Background: an optimization exercise with open tools, aiming at small area. Do not read the settings as production practice. In this exercise RTL edits were held to simulation tests only and were not proved equivalent to the original. Power is estimated from default activity; no workload was simulated.

Setup of 01-11:
## top_park
module top_park(
    input clk_50MHz,
    input reset,
    input [4:0] token_input,   
    input entry_sensor,
    input exit_sensor,
    input entry_btn_raw,       
    input exit_btn_raw,        
    output reg [6:0] HEX0, HEX1, HEX2, HEX3, HEX4, HEX5,   
    output reg [3:0] state,        
    output reg [4:0] token_code    
);
Size: ~650 cells after synthesis, roughly 62 I/O pins, about 4200 µm² of cells after synthesis.
Settings: LEC_CHECK=0, ABC_AREA=1, CAP_MARGIN=20, CORE_MARGIN=2, CORE_UTILIZATION=40, SLEW_MARGIN=20; clock period 10.0 ns.
run.sh (not shown) runs the stock make flow with config.mk's settings and CLKGATE_MAP_FILE= SYNTH_SCRIPT=/design/flow/synth_recipe.tcl, a recipe that flattens the netlist after the stock synthesis.
Input changes introduced in 10-08 (baseline for comparison: 01-11):
==> flow/flow/run.sh (new file) <==
#!/bin/bash
# Own layout flow: the standard ORFS flow with
#  - an area-oriented ABC mapping script in synthesis (registers untouched),
#  - the smallest buffer (buf_1) for the port buffers,
#  - a small-buffer clock tree without dummy loads.
# Each tool's full output goes to a log file in the work folder.
set -euo pipefail
W=$(pwd)
F=$W/flow

# synthesis: synth_recipe.tcl with only the ABC script replaced
{
  head -1 $W/synth_recipe.tcl
  cat <<EOT
proc abc {args} {
  set i [lsearch \$args -script]
  set args [lreplace \$args \$i [expr {\$i + 1}] -script $F/area.abc]
  yosys abc {*}\$args
}
EOT
  tail -n +2 $W/synth_recipe.tcl
} > $W/area_synth.tcl

ARGS=(
  SYNTH_SCRIPT=$W/area_synth.tcl
  "BUFFER_PORTS_ARGS=-buffer_cell sky130_fd_sc_hd__buf_1"
  "CTS_ARGS=$(cat $F/cts_args)"
)
if [[ -f $F/extra_args ]]; then
  while read -r a; do [[ -n "$a" ]] && ARGS+=("$a"); done < $F/extra_args
fi

bash $W/standard.sh "${ARGS[@]}" synth > $W/flow_synth.log 2>&1
bash $W/standard.sh "${ARGS[@]}" finish > $W/flow_finish.log 2>&1
==> flow/flow/area.abc (new file) <==
strash
dch
amap
topo
==> flow/flow/cts_args (new file) <==
-sink_clustering_enable -repair_clock_nets -buf_list sky130_fd_sc_hd__clkbuf_4 -dont_use_dummy_load
==> flow/flow/extra_args (new file) <==
==> flow/standard.sh (new file) <==
#!/bin/bash
# synth_recipe.tcl (not shown) runs the flow's synth.tcl, then flattens the netlist and writes it again
# the make line also repeats each setting of config.mk as NAME=value (left out here)
make -C /OpenROAD-flow-scripts/flow DESIGN_CONFIG=/design/flow/config.mk WORK_HOME=/design/flow/orfs CLKGATE_MAP_FILE= SYNTH_SCRIPT=/design/flow/synth_recipe.tcl "${@:-finish}"
removed: flow/run.sh
[summary]
- Both conditions hold for 10-08: the flow ran to the end and the final layout passed the timing, DRC and antenna checks.
- Looking at combinational family with the most area after synthesis, the compound AO/OA/AOI/OAI gates result is from 10-08; the simple AND/OR/NAND/NOR gates one comes from 01-11.
- 10-08 — synthesis-to-layout area growth 8.0 points lower, 01-11 as reference
- Smallest hold slack down 0.013 ns in 10-08 wrt 01-11
- Maximum frequency: 10-08 vs 01-11 down about 9%
- 10-08 vs. 01-11: total length of routed wires down 15%, power shrank by 0.12 mW.


Another version of the RTL of top_park (not shown whole).
Size: ~320 cells after synthesis.
clock: 10.0 ns
lec_check: 0
abc_area: 1
cap_margin: 20
core_margin: 2
core_utilization: 40
slew_margin: 20
standard.sh (not shown) runs the stock make flow with config.mk's settings and CLKGATE_MAP_FILE= SYNTH_SCRIPT=/design/flow/synth_recipe.tcl, a recipe that flattens the netlist after the stock synthesis.
==> flow/flow/run.sh <==
#!/bin/bash
# Own layout flow: the standard ORFS flow (standard.sh) with
#  - synthesis: synth_recipe.tcl unchanged except the ABC mapping step, which
#    tries the area-oriented scripts area*.abc and keeps the smallest result
#    (ABC only maps combinational logic; registers are untouched);
#  - no adder extraction (ADDER_MAP_FILE empty), left to ABC;
#  - the smallest buffer (buf_1) for the port buffers;
#  - a clock tree of small buffers without dummy loads (cts_args).
# Each tool's full output goes to a log file in the work folder.
set -euo pipefail
W=$(pwd)
F=$W/flow

{
  head -1 $W/synth_recipe.tcl
  cat <<EOT
proc abc {args} {
  set i [lsearch \$args -script]
  set base [lreplace \$args \$i [expr {\$i + 1}]]
  set libs {}
  foreach k [lsearch -all \$args -liberty] { lappend libs -liberty [lindex \$args [expr {\$k + 1}]] }
  yosys design -save pre_abc
  set best ""
  foreach sc [lsort [glob $F/area*.abc]] {
    yosys design -load pre_abc
    yosys abc -script \$sc {*}\$base
    set out [tee -q -s result.string stat {*}\$libs]
    if {![regexp {Chip area for module '[^']*': ([0-9.]+)} \$out -> a]} { set a 1e9 }
    puts "ABC script \$sc: area \$a"
    if {\$best eq "" || \$a < \$best} { set best \$a; yosys design -save best_abc }
  }
  yosys design -load best_abc
  puts "ABC best area \$best"
}
EOT
  tail -n +2 $W/synth_recipe.tcl
} > $W/area_synth.tcl

ARGS=(
  SYNTH_SCRIPT=$W/area_synth.tcl
  ADDER_MAP_FILE=
  "BUFFER_PORTS_ARGS=-buffer_cell sky130_fd_sc_hd__buf_1"
  "CTS_ARGS=$(cat $F/cts_args)"
)

bash $W/standard.sh "${ARGS[@]}" synth > $W/flow_synth.log 2>&1
bash $W/standard.sh "${ARGS[@]}" finish > $W/flow_finish.log 2>&1
==> flow/flow/area0.abc <==
strash
dch
amap
topo
==> flow/flow/area1.abc <==
strash
&get -n
&deepsyn -T 40 -S 1
&put
dch
amap
topo
==> flow/flow/area11.abc <==
strash
&get -n
&deepsyn -T 40 -S 11
&put
dch
amap
topo
==> flow/flow/area3.abc <==
strash
&get -n
&deepsyn -T 40 -S 3
&put
dch
amap
topo
==> flow/flow/area7.abc <==
strash
&get -n
&deepsyn -T 40 -S 7
&put
dch
amap
topo
==> flow/flow/cts_args <==
-sink_clustering_enable -repair_clock_nets -buf_list sky130_fd_sc_hd__clkbuf_4 -dont_use_dummy_load
==> next run, changes <==
==> flow/flow/area00.abc (new file) <==
strash
dch
amap
topo
==> flow/flow/area01.abc (new file) <==
strash
&get -n
&deepsyn -T 40 -S 1
&put
dch
amap
topo
==> flow/flow/area02.abc (new file) <==
strash
&get -n
&deepsyn -T 40 -S 2
&put
dch
amap
topo
==> flow/flow/area03.abc (new file) <==
strash
&get -n
&deepsyn -T 40 -S 3
&put
dch
amap
topo
==> flow/flow/area05.abc (new file) <==
strash
&get -n
&deepsyn -T 40 -S 5
&put
dch
amap
topo
==> flow/flow/area07.abc (new file) <==
strash
&get -n
&deepsyn -T 40 -S 7
&put
dch
amap
topo
==> flow/flow/area13.abc (new file) <==
strash
&get -n
&deepsyn -T 40 -S 13
&put
dch
amap
topo
==> flow/flow/area17.abc (new file) <==
strash
&get -n
&deepsyn -T 40 -S 17
&put
dch
amap
topo
==> flow/flow/area19.abc (new file) <==
strash
&get -n
&deepsyn -T 40 -S 19
&put
dch
amap
topo
removed: flow/flow/area0.abc
removed: flow/flow/area1.abc
removed: flow/flow/area3.abc
removed: flow/flow/area7.abc
=> Routed wire length stays the same. Via count is unchanged. Synthesized cell count stays the same. Design area stays the same. Final cell count stays the same. Global-route usage is unchanged. Maximum frequency is unchanged. Die area is unchanged. First-iteration DRC count does not change.

==> what the ideal ports hide <==
In the flow no input, the clock included, has a driving cell. The finished layouts below were timed again as built, in two steps. Step 1, drivers: a clkbuf_16 drives clk_50MHz and a buf_2 each remaining input, both assumed. Step 2 adds t to the input delays and takes it off the output delays; t is the mean of the earliest and latest rising clock arrival at the registers after step 1. Input paths then give back, and output paths get back, about the clock's delay inside the block. a / b / c = ideal ports / drivers / drivers and shift; a / b = the first two.
run | t, ns | setup WS [ns] | slew at the worst register clock pin (ns)
01-11 | 0.367 | 4.904 / 4.869 / 5.200 | 0.08 / 0.08
10-08 | 0.423 | 4.401 / 4.410 / 3.987 | 0.11 / 0.11
the first run of note 2 | 0.402 | 4.468 / 4.444 / 4.418 | 0.11 / 0.11
the second run of note 2 | 0.402 | 4.468 / 4.444 / 4.418 | 0.11 / 0.11
After both steps setup and hold are still met in every run listed. The setup slack of 10-08, which loses most, moves by +0.009 ns with the drivers and by -0.414 ns with both steps.
